Source: an optimization exercise on an open RTL-to-GDS flow (aim: small area). Production flows keep margins and buffers that such runs may drop.
Only simulation tests tie the RTL to the original design; equivalence was not proved.
No driver is modelled on the clock port, so clocking that relies on it looks cheaper here than on a real chip.
Power is estimated from default activity; no workload was simulated.

== old ==
==> flow/design.v (excerpt) <==
module top_2displays_counters
  (
    input wire          clk,
    input wire  [1:0]   BTNC_flat,
    input wire          CPU_RESETN,
    output logic [7:0]  anode_flat,
    output logic [15:0] cathode_flat,
    output logic        pmod_anodeSel,
    output logic [6:0]  pmod_cathode,
    output logic [23:0] LED_flat
   );
Size: about 440 cells after synthesis, roughly 100 flip-flops, about 60 I/O pins, roughly 0.0038 mm^2 of cells after synthesis.
==> module btn_debouncer, before the edit <==
module btn_debouncer
  (
    input wire    clk,
    input wire    reset,
    input wire    BTNC,
    output logic  button_down_d2
   );
  logic [2:0] button_sync;
  logic       counter_en;
  logic [7:0] button_debouncer;
  logic       button_down, button_down_d1;
  logic       rising, keep;
  logic [8:0] carry;
  assign rising = button_sync[1] & ~button_sync[2];
  assign keep   = ~reset & (counter_en | rising);
  assign carry[0] = counter_en;
  generate
    genvar k;
    for (k = 0; k < 8; k = k + 1) begin : inc
      assign carry[k+1] = carry[k] & button_debouncer[k];
    end
  endgenerate
  always @(posedge clk) begin
    button_sync      <= {button_sync[1:0], BTNC};
    button_debouncer <= (button_debouncer ^ carry[7:0]) & {8{keep}};
    counter_en       <= ~reset & ~carry[8] & button_sync[1] & (counter_en | ~button_sync[2]);
    button_down      <= ~reset & carry[8];
    button_down_d1   <= button_down;
    button_down_d2   <= button_down_d1;
  end
endmodule  
==> module counter, before the edit <==
module counter
  (
    input wire          clk,
    input wire          reset,
    input wire          button_down,
    output logic [7:0]  hex,
    output logic [7:0]  dec
   );
  logic [8:0] hc;
  logic [7:0] dt;
  logic       dcarry;
  assign hc[0] = button_down;
  generate
    genvar k;
    for (k = 0; k < 8; k = k + 1) begin : inc
      assign hc[k+1] = hc[k] & hex[k];
    end
  endgenerate
  function automatic [3:0] bcd_toggle(input [3:0] d);
    bcd_toggle[0] = 1'b1;
    bcd_toggle[1] = d[0] & ~d[3];
    bcd_toggle[2] = d[0] & d[1];
    bcd_toggle[3] = d[0] & (d[3] | (d[1] & d[2]));
  endfunction
  assign dcarry = button_down & dec[0] & dec[3];
  assign dt = {bcd_toggle(dec[7:4]) & {4{dcarry}}, bcd_toggle(dec[3:0]) & {4{button_down}}};
  always @(posedge clk) begin
    hex <= (hex ^ hc[7:0]) & {8{~reset}};
    dec <= (dec ^ dt) & {8{~reset}};
  end
endmodule  
==> module top_2displays_counters, before the edit <==
module top_2displays_counters
  (
    input wire          clk,
    input wire  [1:0]   BTNC_flat,
    input wire          CPU_RESETN,
    output logic [7:0]  anode_flat,
    output logic [15:0] cathode_flat,
    output logic        pmod_anodeSel,
    output logic [6:0]  pmod_cathode,
    output logic [23:0] LED_flat
   );
  logic reset, reset_d1, reset_d2;
  async_reset resetCleaner
    (
     .clk(clk), .CPU_RESETN(CPU_RESETN),
     .reset(reset), .reset_d1(reset_d1), .reset_d2(reset_d2)
    );
  logic [1:0] button_down;
  logic [1:0][7:0] hex, dec;
  logic [1:0][6:0] seg;
  logic [1:0] anode_count;
  seven_segment refresh_i
    (
     .clk(clk), .reset(reset_d1), .anode_count(anode_count)
    );
  generate
    genvar i;
    for (i = 0; i < 2; i = i + 1) begin : connects
      btn_debouncer btnClean_i
        (
         .clk(clk), .reset(reset), .BTNC(BTNC_flat[i]),
         .button_down_d2(button_down[i])
        );
      counter counter_i
        (
         .clk(clk), .reset(reset_d2), .button_down(button_down[i]),
         .hex(hex[i]), .dec(dec[i])
        );
      logic [3:0] digit;
      always_comb begin
        case (anode_count)
          2'd0: digit = dec[i][3:0];
          2'd1: digit = dec[i][7:4];
          2'd2: digit = hex[i][3:0];
          default: digit = hex[i][7:4];
        endcase
      end
      cathode_top ct_i (.encoded(digit), .cathode(seg[i]));
      assign anode_flat[4*i +: 4] = ~(4'b0001 << (2'd3 - anode_count));
      assign cathode_flat[8*i +: 8] = {1'b1, seg[i]};
    end
  endgenerate
  logic [6:0] pmod_seg;
  cathode_top ct_pmod_i
    (
     .encoded(anode_count[0] ? hex[0][7:4] : hex[0][3:0]),
     .cathode(pmod_seg)
    );
  assign pmod_cathode  = pmod_seg;
  assign pmod_anodeSel = ~anode_count[0];
  logic [6:0] led0, led1, led2;
  seven_segment_pmod led0_i (.clk(clk), .sel(anode_count == 2'd2), .live(~seg[0]), .value(led0));
  seven_segment_pmod led1_i (.clk(clk), .sel(anode_count == 2'd3), .live(~seg[0]), .value(led1));
  seven_segment_pmod led2_i (.clk(clk), .sel(~anode_count[0]),     .live(pmod_seg), .value(led2));
  assign LED_flat = {1'b1, led2, 1'b0, led1, 1'b0, led0};
endmodule  
export LEC_CHECK = 0
export CAP_MARGIN = 20
export CORE_MARGIN = 2
export CORE_UTILIZATION = 40
export SLEW_MARGIN = 20
create_clock -name core_clock -period 10.0 [get_ports {clk}]
standard.sh (not shown) runs the stock make flow with config.mk's settings and CLKGATE_MAP_FILE= SYNTH_SCRIPT=/design/flow/synth_recipe.tcl, a recipe that flattens the netlist after the stock synthesis.
==> flow/flow/run.sh <==
#!/bin/bash
# Standard ORFS layout (standard.sh) with these changes:
#  - synthesis without the half/full-adder extraction and the Kogge-Stone
#    adder map, and with an area-oriented ABC script (flow/area.abc) in place
#    of the delay-oriented one; registers are mapped exactly as in the
#    standard synthesis;
#  - port buffers use the smallest buffer cell;
#  - CTS with clkbuf_8 and no dummy loads, then each clock buffer shrunk to
#    the smallest size that keeps the clock pins' slew within a target
#    (flow/shrink.tcl).
set -euo pipefail
HERE=$(pwd)
{ cat <<'TCL'
proc abc {args} {
  set i [lsearch -exact $args -script]
  if {$i >= 0} { set args [lreplace $args [expr {$i + 1}] [expr {$i + 1}] $::env(AREA_ABC_SCRIPT)] }
  puts "abc (area script): $args"
  yosys abc {*}$args
}
TCL
cat synth_recipe.tcl; } > flow_synth.tcl
export AREA_ABC_SCRIPT=$HERE/flow/area.abc
SYN=(ADDER_MAP_FILE= SYNTH_OPERATIONS_ARGS=-nofsm SYNTH_SCRIPT=$HERE/flow_synth.tcl)
CTS="-sink_clustering_enable -dont_use_dummy_load -buf_list sky130_fd_sc_hd__clkbuf_8 -sink_clustering_size 50 -sink_clustering_max_diameter 200"
bash standard.sh "${SYN[@]}" synth > synth.log 2>&1
grep -q "abc (area script)" orfs/logs/sky130hd/top_2displays_counters/base/1_2_yosys.log
bash standard.sh "${SYN[@]}" \
  "BUFFER_PORTS_ARGS=-buffer_cell sky130_fd_sc_hd__buf_1" SKIP_REPAIR_TIE_FANOUT=1 \
  "CTS_ARGS=$CTS" "POST_CTS_TCL=$HERE/flow/shrink.tcl" finish > finish.log 2>&1
Other scripts of this flow, unchanged in this note and not shown: flow/flow/area.abc, flow/flow/shrink.tcl
Changes in new relative to old:
diff --git a/flow/design.v b/flow/design.v
--- a/flow/design.v
+++ b/flow/design.v
@@ -16,35 +16,37 @@
 `timescale 1ns/10ps
 module btn_debouncer
   (
     input wire    clk,
     input wire    reset,
+    input wire    reset_d2,
     input wire    BTNC,
     output logic  button_down_d2
    );
   logic [2:0] button_sync;
   logic       counter_en;
   logic [7:0] button_debouncer;
-  logic       button_down, button_down_d1;
+  logic       fire;
+  logic [1:0] pulse;    
   logic       rising, keep;
   logic [8:0] carry;
   assign rising = button_sync[1] & ~button_sync[2];
   assign keep   = ~reset & (counter_en | rising);
   assign carry[0] = counter_en;
+  assign fire = ~reset & carry[8];
+  assign button_down_d2 = pulse[1] & ~pulse[0];
   generate
     genvar k;
     for (k = 0; k < 8; k = k + 1) begin : inc
       assign carry[k+1] = carry[k] & button_debouncer[k];
     end
   endgenerate
   always @(posedge clk) begin
     button_sync      <= {button_sync[1:0], BTNC};
     button_debouncer <= (button_debouncer ^ carry[7:0]) & {8{keep}};
     counter_en       <= ~reset & ~carry[8] & button_sync[1] & (counter_en | ~button_sync[2]);
-    button_down      <= ~reset & carry[8];
-    button_down_d1   <= button_down;
-    button_down_d2   <= button_down_d1;
+    pulse            <= {pulse[0], ~reset_d2 & (fire | (pulse[0] & ~pulse[1]))};
   end
 endmodule  
 `timescale 1ns/10ps
 module cathode_top
   (
@@ -79,17 +81,19 @@
     input wire          reset,
     input wire          button_down,
     output logic [7:0]  hex,
     output logic [7:0]  dec
    );
-  logic [8:0] hc;
+  logic [7:2] hex_hi;
+  logic [8:2] hc;
   logic [7:0] dt;
   logic       dcarry;
-  assign hc[0] = button_down;
+  assign hex = {hex_hi, dec[1] ^ dec[4], dec[0]};
+  assign hc[2] = button_down & hex[0] & hex[1];
   generate
     genvar k;
-    for (k = 0; k < 8; k = k + 1) begin : inc
+    for (k = 2; k < 8; k = k + 1) begin : inc
       assign hc[k+1] = hc[k] & hex[k];
     end
   endgenerate
   function automatic [3:0] bcd_toggle(input [3:0] d);
     bcd_toggle[0] = 1'b1;
@@ -98,12 +102,12 @@
     bcd_toggle[3] = d[0] & (d[3] | (d[1] & d[2]));
   endfunction
   assign dcarry = button_down & dec[0] & dec[3];
   assign dt = {bcd_toggle(dec[7:4]) & {4{dcarry}}, bcd_toggle(dec[3:0]) & {4{button_down}}};
   always @(posedge clk) begin
-    hex <= (hex ^ hc[7:0]) & {8{~reset}};
-    dec <= (dec ^ dt) & {8{~reset}};
+    hex_hi <= (hex_hi ^ hc[7:2]) & {6{~reset}};
+    dec    <= (dec ^ dt) & {8{~reset}};
   end
 endmodule  
 `timescale 1ns/10ps
 module seven_segment
   (
@@ -164,11 +168,11 @@
   generate
     genvar i;
     for (i = 0; i < 2; i = i + 1) begin : connects
       btn_debouncer btnClean_i
         (
-         .clk(clk), .reset(reset), .BTNC(BTNC_flat[i]),
+         .clk(clk), .reset(reset), .reset_d2(reset_d2), .BTNC(BTNC_flat[i]),
          .button_down_d2(button_down[i])
         );
       counter counter_i
         (
          .clk(clk), .reset(reset_d2), .button_down(button_down[i]),
==> comparison <==
new vs. old: area after synthesis saw a decrease, sequential power saw a decrease, post-detailed-route via-to-cell ratio saw an increase, simple-gate portion of the synthesized area saw an increase.
The final layout from new, which completed every stage, passed the timing, DRC and antenna checks at the end of the flow.
Against old, new comes in 5.8% lower on number of clock sinks.
Wire length was lower in the run labelled new.
Measured against old, the number of distinct library cell variants in the gate-level netlist after synthesis of new comes out at 1.09 times the reference value.
The combinational fraction of design power in new was lower than what old gave.

-- port drivers added, routing unchanged --
The flow's constraints put no driver on any port. The routed layouts listed below were extracted and timed again, unchanged, in two steps. Step 1 (the two cells are an assumption about what drives the block):
set clk [get_ports {clk}]
set_driving_cell -lib_cell sky130_fd_sc_hd__clkbuf_16 $clk
set_driving_cell -lib_cell sky130_fd_sc_hd__buf_2 [delete_from_list [all_inputs] $clk]
Step 2 adds t to the input delays and takes it off the output delays; t is the mean of the earliest and latest rising clock arrival at the registers after step 1. Input paths then give back, and output paths get back, about the clock's delay inside the block. a / b / c = ideal / step 1 / step 2; a / b = the first two.
run	t, ns	setup WS [ns]	worst setup path at the end
old	0.527	3.985 / 3.956 / 4.483	register to output
new	0.764	2.941 / 2.911 / 3.675	register to output
After both steps setup and hold are still met in every run listed.
